Background: an optimization exercise with open tools, aiming at small area. Do not read the settings as production practice. The RTL was checked by simulation tests, not by an equivalence proof against the original design. The clock port is modelled as an ideal driver, which makes a skipped or thinned clock tree look cheaper than it is; a real chip needs a root buffer or a tree. Power figures rest on the tool's default switching activity, not on a simulated workload.

## top
module top #(
  parameter integer CLK_FREQ_HZ            = 20_000,
  parameter         BUTTONS_ACTIVE_LOW      = 1,
  parameter         TESTMODE_ACTIVE_LOW     = 0,
  parameter         LED_ENABLE_ACTIVE_LOW    = 0,
  parameter integer DEBOUNCE_TIME_MS               = 5,
  parameter integer RUN_TIME_NORMAL_S         = 30,
  parameter integer RUN_TIME_TEST_S           = 3,
  parameter integer DIV_TIMER_TOGGLE       = CLK_FREQ_HZ/2,
  parameter integer DIV_LED_TOGGLE      = CLK_FREQ_HZ/2,
  parameter integer DIV_HEARTBEAT_TOGGLE       = CLK_FREQ_HZ/4
)(
  input  wire clk,
  input  wire rst,    
  input  wire I1, I2, I3, I4, I5,
  output reg  led,
  output reg  O1, O2, O3, O4, O5
);
  reg start_s0, start_s1, stop_s0, stop_s1, rst_s0, rst_s1;
  reg test_s0_n, test_s1_n, leden_s0_n, leden_s1_n;
  always @(posedge clk) begin
    start_s0   <= ~rst & ~I1;
    stop_s0    <= ~rst & ~I2;
    rst_s0     <= ~rst & ~I3;
    test_s0_n  <= rst | ~I4;
    leden_s0_n <= rst | ~I5;
    start_s1   <= start_s0;
    stop_s1    <= stop_s0;
    rst_s1     <= rst_s0;
    test_s1_n  <= test_s0_n;
    leden_s1_n <= leden_s0_n;
  end
  wire test_lvl = ~test_s1_n, leden_lvl = ~leden_s1_n;
  reg [6:0] db_st, db_sp, db_rs;
  reg st_state, sp_state, rs_state;
  reg st_state_d, sp_state_d, rs_state_d;
  wire st_lvl = start_s1, sp_lvl = stop_s1, rs_lvl = rst_s1;
  wire st_term = (~db_st[0] & db_st[1] & ~db_st[2] & db_st[3] & db_st[5]);
  wire sp_term = (~db_sp[0] & db_sp[1] & ~db_sp[2] & db_sp[3] & db_sp[5]);
  ...
Size in the first run: roughly 270 cells after synthesis, about 110 flip-flops, ~3000 µm² of cells after synthesis.
export LEC_CHECK = 0
export CAP_MARGIN = 20
export CORE_MARGIN = 2
export CORE_UTILIZATION = 60
export SLEW_MARGIN = 20
create_clock -name core_clock -period 10.0 [get_ports {clk}]
standard.sh (not shown) runs the stock make flow with config.mk's settings and CLKGATE_MAP_FILE= SYNTH_SCRIPT=/design/flow/synth_recipe.tcl, a recipe that flattens the netlist after the stock synthesis.
==> flow/flow/run.sh <==
#!/bin/bash
# The standard layout (standard.sh) with three changes:
#  - ABC's final mapping pass skips its delay-driven buffering and upsizing
#    (synthesis is otherwise the standard one, so the registers are the same);
#  - the port buffers are buf_1 cells;
#  - clock tree synthesis inserts no dummy loads.
# Each tool's output is in ORFS's logs under orfs/logs; make's output is in flow_make.log.
set -euo pipefail
here=$(pwd)
extra=()
if [[ "${ABC_NOUP:-1}" == 1 ]]; then
  cp -r "$FLOW_HOME/scripts" "$here/scripts"
  python3 - "$here/scripts/abc_speed.script" <<'P'
import sys
p = sys.argv[1]
s = open(p).read()
tail = "buffer -c\ntopo\nstime -c\nupsize -c\ndnsize -c\n"
assert s.endswith(tail), "unexpected abc script"
open(p, "w").write(s[: -len(tail)] + "topo\nstime -c\n")
P
  extra+=("SCRIPTS_DIR=$here/scripts")
fi
bash standard.sh "${extra[@]}" \
  "BUFFER_PORTS_ARGS=-buffer_cell sky130_fd_sc_hd__buf_1" \
  "CTS_ARGS=-sink_clustering_enable -repair_clock_nets -dont_use_dummy_load" \
  finish > flow_make.log 2>&1
The first run finished clean.
Edit:
--- a/flow/flow/run.sh
+++ b/flow/flow/run.sh
@@ -10,3 +10,3 @@
 extra=()
-if [[ "${ABC_NOUP:-1}" == 1 ]]; then
+if [[ "${ABC_NOUP:-0}" == 1 ]]; then
   cp -r "$FLOW_HOME/scripts" "$here/scripts"
=> Routed wire length drops by 0.97%; critical path depth is unchanged; power stays flat; global-route usage fell by 0.59 points; maximum frequency rose by 0.59%; final area goes up by 0.58%; via count fell by 0.52%; synthesized area rises by 1.5%.

---

Starting RTL as in the previous note.
## top
module top #(
  parameter integer CLK_FREQ_HZ            = 20_000,
  parameter         BUTTONS_ACTIVE_LOW      = 1,
  parameter         TESTMODE_ACTIVE_LOW     = 0,
  parameter         LED_ENABLE_ACTIVE_LOW    = 0,
  parameter integer DEBOUNCE_TIME_MS               = 5,
  parameter integer RUN_TIME_NORMAL_S         = 30,
  parameter integer RUN_TIME_TEST_S           = 3,
  parameter integer DIV_TIMER_TOGGLE       = CLK_FREQ_HZ/2,
  parameter integer DIV_LED_TOGGLE      = CLK_FREQ_HZ/2,
  parameter integer DIV_HEARTBEAT_TOGGLE       = CLK_FREQ_HZ/4
)(
  input  wire clk,
  input  wire rst,    
  input  wire I1, I2, I3, I4, I5,
  output reg  led,
  output reg  O1, O2, O3, O4, O5
);
clock: 10.0 ns
lec_check: 0
cap_margin: 20
core_margin: 2
core_utilization: 60
slew_margin: 20
==> flow/flow/run.sh <==
#!/bin/bash
# The standard layout (standard.sh) with three changes:
#  - ABC's final mapping pass skips its delay-driven buffering and upsizing
#    (synthesis is otherwise the standard one, so the registers are the same);
#  - the port buffers are buf_1 cells;
#  - the clock tree is built by flow/pre_cts.tcl: the clock port drives 3
#    clkbuf_16 cells, each driving one cluster of registers.
# Each tool's output is in ORFS's logs under orfs/logs; make's output is in flow_make.log.
set -euo pipefail
here=$(pwd)
extra=()
if [[ "${ABC_NOUP:-1}" == 1 ]]; then
  cp -r "$FLOW_HOME/scripts" "$here/scripts"
  python3 - "$here/scripts/abc_speed.script" <<'P'
import sys
p = sys.argv[1]
s = open(p).read()
tail = "buffer -c\ntopo\nstime -c\nupsize -c\ndnsize -c\n"
assert s.endswith(tail), "unexpected abc script"
open(p, "w").write(s[: -len(tail)] + "topo\nstime -c\n")
P
  extra+=("SCRIPTS_DIR=$here/scripts")
fi
export PRE_CTS_TCL="$here/flow/pre_cts.tcl" CTS_M_K=3 CTS_M_CELL=sky130_fd_sc_hd__clkbuf_16 CTS_M_ROOT=
bash standard.sh "${extra[@]}" \
  "BUFFER_PORTS_ARGS=-buffer_cell sky130_fd_sc_hd__buf_1" \
  finish > flow_make.log 2>&1
==> flow/flow/pre_cts.tcl <==
# Sourced by ORFS's cts.tcl just before clock_tree_synthesis (PRE_CTS_TCL).
# Builds a one-level clock tree by hand (the clock port drives CTS_M_K clock
# buffers, each driving one cluster of registers) and turns the following
# clock_tree_synthesis call into setting the clock as propagated.
source [file join [file dirname [info script]] manual_cts.tcl]
my_manual_cts $::env(CTS_M_K) $::env(CTS_M_CELL) $::env(CTS_M_ROOT)
rename clock_tree_synthesis my_orig_clock_tree_synthesis
proc clock_tree_synthesis {args} {
  puts "clock_tree_synthesis replaced by the manual clock tree"
  set_propagated_clock [all_clocks]
}
Other scripts of this flow, unchanged in this note and not shown: flow/flow/manual_cts.tcl
Then changed:
--- a/flow/flow/run.sh
+++ b/flow/flow/run.sh
@@ -7 +7 @@
-#    clkbuf_16 cells, each driving one cluster of registers.
+#    buf_12 cells, each driving one cluster of registers.
@@ -24 +24 @@
-export PRE_CTS_TCL="$here/flow/pre_cts.tcl" CTS_M_K=3 CTS_M_CELL=sky130_fd_sc_hd__clkbuf_16 CTS_M_ROOT=
+export PRE_CTS_TCL="$here/flow/pre_cts.tcl" CTS_M_K=3 CTS_M_CELL=sky130_fd_sc_hd__buf_12 CTS_M_ROOT=
- CORE_UTILIZATION: 60 -> 80
- PLACE_DENSITY: not set -> 0.9
Outcome: Global-route usage rose by 8.5 points. Hold slack barely changes. Combinational power rose by about 6%. First-iteration DRC count rose by 54%. Via count rose by 6.0%. Worst setup slack got worse by 0.10 ns. Power fell by 1.4%.
Then changed:
--- a/flow/flow/run.sh
+++ b/flow/flow/run.sh
@@ -6 +6 @@
-#  - the clock tree is built by flow/pre_cts.tcl: the clock port drives 3
+#  - the clock tree is built by flow/pre_cts.tcl: the clock port drives 4
@@ -24 +24 @@
-export PRE_CTS_TCL="$here/flow/pre_cts.tcl" CTS_M_K=3 CTS_M_CELL=sky130_fd_sc_hd__buf_12 CTS_M_ROOT=
+export PRE_CTS_TCL="$here/flow/pre_cts.tcl" CTS_M_K=4 CTS_M_CELL=sky130_fd_sc_hd__buf_12 CTS_M_ROOT=
- CORE_UTILIZATION: 80 -> 60
- PLACE_DENSITY: 0.9 -> not set
=> The changed run went through all stages and came out clean; cell count grows by about 6%; hold slack gets worse by 0.017 ns; sequential power stays flat; clock power grows by about 10%; sequential share of layout area shrinks by 0.93 points; cell area grows by about 1.4%.
No run of this note takes its clock network from TritonCTS; it comes from the design's own scripts or RTL.

==> separate check: timing with driven ports <==
The flow's constraints put no driver on any port. The routed layouts listed below were extracted and timed again, unchanged, in two steps. Step 1, drivers: a clkbuf_16 drives clk and a buf_2 each remaining input, both assumed. Step 2 times the ports against the registers' clock, not the clock port: input delays grow and output delays shrink by t, the midpoint of the rising clock arrivals with the driver on. a / b / c = no drivers / after step 1 / after step 2; a / b = the first two.
run	t (ns)	slack for setup (ns)	worst slew at a driven data input, ns
the first run of note 1	0.373	6.419 / 6.391 / 6.702	0.03
the second run of note 1	0.367	6.440 / 6.411 / 6.709	0.03
the first run of note 2	0.226	6.568 / 6.513 / 6.712	0.03
the second run of note 2	0.206	6.465 / 6.404 / 6.609	0.03
the third run of note 2	0.208	6.631 / 6.550 / 6.703	0.03
After both steps setup and hold are still met in every run listed.
